What follows belongs to an exercise in optimizing a design on an open flow for a short achievable clock period and few clock cycles; a production flow would make more cautious choices.
Function was checked by simulation only, so behaviour that the tests miss may differ from the original.

==> inputs of build 33 <==
==> flow/design.v (excerpt) <==
module CPUCore(
input clk,
input Reset,
output wire [15:0] mem_addr,
output wire        mem_we,
output wire [15:0] mem_wdata,
input  wire [15:0] mem_rdata
);
localparam CW = 9;             
localparam CN = 1 << CW;
localparam TW = 16 - CW;
localparam QD = 4;             
localparam FL = 3;             
localparam FD = 8;             
localparam BW = 5;             
localparam BN = 1 << BW;
integer k, kq;
reg [15:0] pa, pwd;
reg        pwe;
reg        p_fetch, p_load;    
reg [3:0]  p_ldrd;
reg        r_fetch, r_load;    
reg [3:0]  r_ldrd;
reg [15:0] r_addr;
assign mem_addr  = pa;
assign mem_we    = pwe;
assign mem_wdata = pwd;
reg [15:0] regs [0:15];
reg [15:0] PSR;
reg [15:0] rlink [0:7];
reg [3:0]  ridx;
reg [15:0] pend;               
reg [15:0]   cd [0:CN-1];
reg [TW-1:0] ct [0:CN-1];
reg [CN-1:0] cv;
reg [15:0] qpc;
reg [15:0] qi  [0:QD-1];
reg [15:0] qp  [0:QD-1];
reg [QD-1:0] qf;               
reg [TW-1:0] qt [0:QD-1];      
reg [QD-1:0] qc;
reg [QD-1:0] qv;               
integer kv;
always @(*)
	for (kv = 0; kv < QD; kv = kv + 1)
		qv[kv] = qf[kv] || (qc[kv] && qt[kv] == qp[kv][15:CW]);
reg [QD-1:0] qs;               
reg [2:0]  qn;                 
reg [CN-1:0] qoh;              
reg [QD-1:0] qpt;              
reg [15:0] qptg [0:QD-1];      
reg [BN-1:0]  bv, bret, bcall;
reg [15-BW:0] btag [0:BN-1];
reg [15:0]    btgt [0:BN-1];
reg [15:0]    fr [0:7];
reg [3:0]     fridx;
reg [BN-1:0]  boh;             
reg [15-BW:0] b_tag;
reg [15:0]    b_tgt;
reg           b_v, b_ret, b_call;
integer kb;
always @(*) begin
	b_tag = 0; b_tgt = 16'b0; b_v = 1'b0; b_ret = 1'b0; b_call = 1'b0;
	for (kb = 0; kb < BN; kb = kb + 1) begin
		b_tag  = b_tag  | (btag[kb] & {(16-BW){boh[kb]}});
		b_tgt  = b_tgt  | (btgt[kb] & {16{boh[kb]}});
		b_v    = b_v    | (bv[kb] & boh[kb]);
		b_ret  = b_ret  | (bret[kb] & boh[kb]);
		b_call = b_call | (bcall[kb] & boh[kb]);
	end
end
wire bhit  = b_v && (b_tag == qpc[15:BW]);
wire [2:0] fri1 = fridx[2:0] - 3'd1;
wire fr_ok = (fridx != 4'd0);
wire [15:0] frtop = fr[fri1];
wire p_tk  = bhit && (!b_ret || fr_ok);
wire [15:0] p_tg = b_ret ? frtop : b_tgt;
wire byp = r_fetch && (r_addr == qpc);
localparam GN = CN / 4;
reg [15:0]   g_d [0:GN-1];
reg [TW-1:0] g_t [0:GN-1];
reg [GN-1:0] g_v;
integer ko;
always @(*)
	for (ko = 0; ko < GN; ko = ko + 1) begin
  ...
clock: 8.0 ns
lec_check: 0
cap_margin: 20
core_margin: 2
core_utilization: 40
place_density: 0.6
setup_slack_margin: 5
slew_margin: 20
synth_memory_max_bits: 65536
run.sh (not shown) runs the stock make flow with config.mk's settings and CLKGATE_MAP_FILE= SYNTH_SCRIPT=/design/flow/synth_recipe.tcl, a recipe that flattens the netlist after the stock synthesis.
==> inputs of trial 3, as changes to build 33 <==
--- a/flow/design.v
+++ b/flow/design.v
@@ -42,15 +42,14 @@
 reg [QD-1:0] qv;               
 integer kv;
 always @(*)
 	for (kv = 0; kv < QD; kv = kv + 1)
 		qv[kv] = qf[kv] || (qc[kv] && qt[kv] == qp[kv][15:CW]);
 reg [QD-1:0] qs;               
 reg [2:0]  qn;                 
-reg [CN-1:0] qoh;              
 reg [QD-1:0] qpt;              
 reg [15:0] qptg [0:QD-1];      
 reg [BN-1:0]  bv, bret, bcall;
 reg [15-BW:0] btag [0:BN-1];
 reg [15:0]    btgt [0:BN-1];
 reg [15:0]    fr [0:7];
 reg [3:0]     fridx;
@@ -72,32 +71,22 @@
 wire bhit  = b_v && (b_tag == qpc[15:BW]);
 wire [2:0] fri1 = fridx[2:0] - 3'd1;
 wire fr_ok = (fridx != 4'd0);
 wire [15:0] frtop = fr[fri1];
 wire p_tk  = bhit && (!b_ret || fr_ok);
 wire [15:0] p_tg = b_ret ? frtop : b_tgt;
 wire byp = r_fetch && (r_addr == qpc);
-localparam GN = CN / 4;
-reg [15:0]   g_d [0:GN-1];
-reg [TW-1:0] g_t [0:GN-1];
-reg [GN-1:0] g_v;
-integer ko;
-always @(*)
-	for (ko = 0; ko < GN; ko = ko + 1) begin
-		g_d[ko] = (cd[4*ko] & {16{qoh[4*ko]}}) | (cd[4*ko+1] & {16{qoh[4*ko+1]}})
-		        | (cd[4*ko+2] & {16{qoh[4*ko+2]}}) | (cd[4*ko+3] & {16{qoh[4*ko+3]}});
-		g_t[ko] = (ct[4*ko] & {TW{qoh[4*ko]}}) | (ct[4*ko+1] & {TW{qoh[4*ko+1]}})
-		        | (ct[4*ko+2] & {TW{qoh[4*ko+2]}}) | (ct[4*ko+3] & {TW{qoh[4*ko+3]}});
-		g_v[ko] = (cv[4*ko] & qoh[4*ko]) | (cv[4*ko+1] & qoh[4*ko+1])
-		        | (cv[4*ko+2] & qoh[4*ko+2]) | (cv[4*ko+3] & qoh[4*ko+3]);
-	end
-wire [CW-3:0] gsel = qpc[CW-1:2];
-wire [15:0]   c_d = g_d[gsel];
-wire [TW-1:0] c_t = g_t[gsel];
-wire          c_v = g_v[gsel];
+reg          f2v, f2f, f2c, f2pt;
+reg [15:0]   f2pc, f2w, f2ptg;
+reg [TW-1:0] f2t;
+wire byp2 = r_fetch && (r_addr == f2pc) && !f2f;
+wire [CW-1:0] qidx = qpc[CW-1:0];
+wire [15:0]   c_d = cd[qidx];
+wire [TW-1:0] c_t = ct[qidx];
+wire          c_v = cv[qidx];
 reg [15:0] fa [0:FD-1];
 reg [15:0] fd [0:FD-1];
 reg [FD-1:0] fwe, fld;
 reg [3:0]  frd [0:FD-1];
 reg [2:0]  frp, fwp;
 reg [3:0]  fn;
 wire [2:0] fwp1 = fwp + 3'd1;
@@ -267,15 +256,16 @@
 reg [15:0] np [0:QD-1];
 reg [QD-1:0] nv, ns, nc, npt;
 reg [15:0] nptg [0:QD-1];
 reg [TW-1:0] nt [0:QD-1];
 reg [QD-1:0] uv, us;
 reg [15:0] ui [0:QD-1];
 reg [2:0] nn;
-wire push = (qn < QD) && !flush;
+wire push = f2v && (qn < QD) && !flush;
+wire adv  = !flush && (!f2v || push);    
 wire pop  = go;
 always @(*) begin
 	for (kq = 0; kq < QD; kq = kq + 1) begin
 		uv[kq] = qf[kq];
 		ui[kq] = qi[kq];
 		us[kq] = qs[kq] || (do_fetch && fsel == kq);
 		if (!qf[kq] && r_fetch && qp[kq] == r_addr) begin
@@ -294,22 +284,22 @@
 			nt[kq] = qt[kq]; nc[kq] = qc[kq]; npt[kq] = qpt[kq]; nptg[kq] = qptg[kq];
 		end
 	end
 	nn = qn - {2'b0, pop};
 	if (push) begin
 		for (kq = 0; kq < QD; kq = kq + 1)
 			if (kq == nn) begin
-				ni[kq] = byp ? mem_rdata : c_d;
-				np[kq] = qpc;
-				nv[kq] = byp;
+				ni[kq] = byp2 ? mem_rdata : f2w;
+				np[kq] = f2pc;
+				nv[kq] = f2f || byp2;
 				ns[kq] = 1'b0;
-				nt[kq] = c_t;
-				nc[kq] = c_v;
-				npt[kq] = p_tk;
-				nptg[kq] = p_tg;
+				nt[kq] = f2t;
+				nc[kq] = f2c;
+				npt[kq] = f2pt;
+				nptg[kq] = f2ptg;
 			end
 		nn = nn + 3'd1;
 	end
 end
 wire [3:0]  rd0 = qi[0][11:8], rs0 = qi[0][3:0];
 wire [3:0]  rd1 = qi[1][11:8], rs1 = qi[1][3:0];
 wire [15:0] ra0 = (r_load && r_ldrd == rd0) ? mem_rdata : regs[rd0];
@@ -348,18 +338,18 @@
 end
 always @(posedge clk) begin
 	if (!Reset) begin
 		pa <= 16'h0; pwe <= 1'b0; pwd <= 16'h0;
 		p_fetch <= 1'b0; p_load <= 1'b0; p_ldrd <= 4'd0;
 		r_fetch <= 1'b1; r_load <= 1'b0; r_ldrd <= 4'd0; r_addr <= 16'h0;
 		cv <= {CN{1'b0}};
-		qpc <= 16'h0; qoh <= {{(CN-1){1'b0}}, 1'b1}; boh <= {{(BN-1){1'b0}}, 1'b1}; qn <= 3'd0; qf <= {QD{1'b0}}; qc <= {QD{1'b0}}; qs <= {QD{1'b0}};
+		qpc <= 16'h0; boh <= {{(BN-1){1'b0}}, 1'b1}; qn <= 3'd0; qf <= {QD{1'b0}}; qc <= {QD{1'b0}}; qs <= {QD{1'b0}};
 		frp <= 2'd0; fwp <= 2'd0; fn <= 3'd0; fok <= 1'b1; rtop <= 16'h0;
 		PSR <= 16'h0; ridx <= 4'd0; pend <= 16'h0;
-		bv <= {BN{1'b0}}; fridx <= 4'd0; qpt <= {QD{1'b0}};
+		bv <= {BN{1'b0}}; fridx <= 4'd0; qpt <= {QD{1'b0}}; f2v <= 1'b0;
 		for (k = 0; k < 16; k = k + 1) regs[k] <= 16'h0;
 	end else begin
 		r_fetch <= p_fetch; r_load <= p_load; r_ldrd <= p_ldrd; r_addr <= pa;
 		if (do_fetch) begin
 			pa <= qp[fsel]; pwe <= 1'b0; p_fetch <= 1'b1; p_load <= 1'b0;
 		end else if (ld_now) begin
 			pa <= RB; pwe <= 1'b0; p_fetch <= 1'b0; p_load <= 1'b1; p_ldrd <= rd;
@@ -411,29 +401,35 @@
 			btag[hpc[BW-1:0]] <= hpc[15:BW];
 			btgt[hpc[BW-1:0]] <= tgt;
 			bret[hpc[BW-1:0]] <= is_ret;
 			bcall[hpc[BW-1:0]] <= is_jal;
 		end else if (go && qpt[0] && !taken)
 			bv[hpc[BW-1:0]] <= 1'b0;
 		if (flush) begin
-			qpc <= npc; qoh <= {{(CN-1){1'b0}}, 1'b1} << npc[CW-1:0]; boh <= {{(BN-1){1'b0}}, 1'b1} << npc[BW-1:0]; qn <= 3'd0; qf <= {QD{1'b0}}; qc <= {QD{1'b0}}; qs <= {QD{1'b0}};
-			qpt <= {QD{1'b0}};
+			qpc <= npc; boh <= {{(BN-1){1'b0}}, 1'b1} << npc[BW-1:0]; qn <= 3'd0; qf <= {QD{1'b0}}; qc <= {QD{1'b0}}; qs <= {QD{1'b0}};
+			qpt <= {QD{1'b0}}; f2v <= 1'b0;
 			for (k = 0; k < 8; k = k + 1)
 				fr[k] <= (jal_push && ridx[2:0] == k) ? pc1 : rlink[k];
 			fridx <= ridx_n;
 		end else begin
-			if (push && p_tk) begin
-				qpc <= p_tg; qoh <= {{(CN-1){1'b0}}, 1'b1} << p_tg[CW-1:0];
+			if (adv) begin
+				f2pc <= qpc; f2w <= byp ? mem_rdata : c_d; f2f <= byp;
+				f2t <= c_t; f2c <= c_v; f2pt <= p_tk; f2ptg <= p_tg;
+			end
+			if (adv) f2v <= 1'b1;
+			else if (push) f2v <= 1'b0;
+			if (adv && p_tk) begin
+				qpc <= p_tg;
 				boh <= {{(BN-1){1'b0}}, 1'b1} << p_tg[BW-1:0];
-			end else if (push) begin
-				qpc <= qpc + 16'd1; qoh <= {qoh[CN-2:0], qoh[CN-1]};
+			end else if (adv) begin
+				qpc <= qpc + 16'd1;
 				boh <= {boh[BN-2:0], boh[BN-1]};
 			end
-			if (push && bhit && b_ret && fr_ok) fridx <= fridx - 4'd1;
-			else if (push && bhit && b_call && fridx < 4'd8) begin
+			if (adv && bhit && b_ret && fr_ok) fridx <= fridx - 4'd1;
+			else if (adv && bhit && b_call && fridx < 4'd8) begin
 				fr[fridx[2:0]] <= qpc + 16'd1;
 				fridx <= fridx + 4'd1;
 			end
 			qn <= nn;
 			qf <= nv; qc <= nc; qs <= ns; qpt <= npt;
 		end
 	end
Settings changed: TNS_END_PERCENT set to 10.
==> inputs of build 46, as changes to build 33 <==
--- a/flow/design.v
+++ b/flow/design.v
@@ -72,32 +72,26 @@
 wire bhit  = b_v && (b_tag == qpc[15:BW]);
 wire [2:0] fri1 = fridx[2:0] - 3'd1;
 wire fr_ok = (fridx != 4'd0);
 wire [15:0] frtop = fr[fri1];
 wire p_tk  = bhit && (!b_ret || fr_ok);
 wire [15:0] p_tg = b_ret ? frtop : b_tgt;
 wire byp = r_fetch && (r_addr == qpc);
-localparam GN = CN / 4;
-reg [15:0]   g_d [0:GN-1];
-reg [TW-1:0] g_t [0:GN-1];
-reg [GN-1:0] g_v;
+reg [15:0]   c_d;
+reg [TW-1:0] c_t;
+reg          c_v;
 integer ko;
-always @(*)
-	for (ko = 0; ko < GN; ko = ko + 1) begin
-		g_d[ko] = (cd[4*ko] & {16{qoh[4*ko]}}) | (cd[4*ko+1] & {16{qoh[4*ko+1]}})
-		        | (cd[4*ko+2] & {16{qoh[4*ko+2]}}) | (cd[4*ko+3] & {16{qoh[4*ko+3]}});
-		g_t[ko] = (ct[4*ko] & {TW{qoh[4*ko]}}) | (ct[4*ko+1] & {TW{qoh[4*ko+1]}})
-		        | (ct[4*ko+2] & {TW{qoh[4*ko+2]}}) | (ct[4*ko+3] & {TW{qoh[4*ko+3]}});
-		g_v[ko] = (cv[4*ko] & qoh[4*ko]) | (cv[4*ko+1] & qoh[4*ko+1])
-		        | (cv[4*ko+2] & qoh[4*ko+2]) | (cv[4*ko+3] & qoh[4*ko+3]);
+always @(*) begin
+	c_d = 16'b0; c_t = {TW{1'b0}}; c_v = 1'b0;
+	for (ko = 0; ko < CN; ko = ko + 1) begin
+		c_d = c_d | (cd[ko] & {16{qoh[ko]}});
+		c_t = c_t | (ct[ko] & {TW{qoh[ko]}});
+		c_v = c_v | (cv[ko] & qoh[ko]);
 	end
-wire [CW-3:0] gsel = qpc[CW-1:2];
-wire [15:0]   c_d = g_d[gsel];
-wire [TW-1:0] c_t = g_t[gsel];
-wire          c_v = g_v[gsel];
+end
 reg [15:0] fa [0:FD-1];
 reg [15:0] fd [0:FD-1];
 reg [FD-1:0] fwe, fld;
 reg [3:0]  frd [0:FD-1];
 reg [2:0]  frp, fwp;
 reg [3:0]  fn;
 wire [2:0] fwp1 = fwp + 3'd1;
Settings changed: CORE_UTILIZATION 40 to 25, PLACE_DENSITY 0.6 to 0.5.
==> qor summary <==
item                                                                         build 46        build 33                                          trial 3
Outcome                                                                did not finish  did not finish                       complete, but fails checks
Failing step                                                           global routing  global routing                                                -
Reasons for failing layout checks                                                   -               -  max-capacitance violations, max-slew violations
Warnings from Yosys                                                                14              16                                               14
Mapped Nets                                                                     37100           38700                                            29800
Die Width                                                                     1530 um         1220 um                                          1220 um
Share of the yosys chip area belonging to registers                             75.1%           73.6%                                            73.1%
Number of cells after detailed placement                                        69700           59800                                            48500
Sink count of the clock tree                                                    15100           15100                                            14700
Post-synthesis compound-gate area fraction                                      13.9%           15.7%                                            2.89%
Post-synthesis instance area                                                0.584 mm2       0.596 mm2                                        0.588 mm2
Total of flip-flops plus latches after synthesis                                15100           15100                                            14700
Per-instance average area after synthesis                                    15.8 um2        15.5 um2                                         19.8 um2
Minimum setup slack after placement                                           1550 ps         1140 ps                                          2040 ps
Share of the synthesized area in the top cell type                              70.1%           68.7%                                            69.8%
Number of synthesized flops with an enable pin                                  13600           13600                                            13700
Num CTS Buffers                                                                  1774            1678                                             1567
Post-CTS setup buffer count                                                      4112            2254                                              727
Adder and majority gate portion of the synthesized area                        0.324%          0.317%                                           0.319%
Instance area at placement                                                  0.666 mm2       0.671 mm2                                        0.621 mm2
Mux share of post-synthesis cell area                                           2.43%           2.70%                                            18.2%
Number of distinct library cells after synthesis                                  109             107                                               98
Final GP Congestion                                                              1.16            1.22                                            0.913
Initial Utilization                                                             25.0%           40.1%                                            40.1%
Post-Synth Simple-Gate Area                                                     5.21%           4.53%                                            3.33%
Die span in y                                                                 1530 um         1220 um                                          1220 um
Number of core rows                                                               561             448                                              445
Parity-gate share of the synthesized area counting xor and xnor cells          0.714%          0.740%                                           0.746%
Cell count after synthesis                                                      37000           38500                                            29700
Testbench counts of build 33, summed over its fixed seeds: cycles 138,331.
Testbench counts of trial 3, summed over its fixed seeds: cycles 142,422.
Testbench counts of build 46, summed over its fixed seeds: cycles 138,331.

[port drivers added, routing unchanged]
No port has a modelled driver above. Below, the same layout with a new extraction and two added sets of constraints.
Step 1 assumes that a clkbuf_16 drives the clock port and a buf_2 every other input.
Step 2 moves the port delays by t, midway between the first and last clock arrival at a register: inputs arrive t later, outputs are due t later. That takes back most of the time a late clock gives input paths.
Three values: no drivers, after step 1, after step 2; two values: the first two.
run: trial 3
t, ns: 1.532
setup WS [ns]: 3.175 / 3.175 / 3.010
hold slack, ns: 0.413 / 0.413 / 0.413
clock arrival spread, ns: 0.192 / 0.192
worst slew at a driven data input, ns: 0.35
The setup slack of trial 3 moves by 0.000 ns with the drivers and by -0.165 ns with both steps.
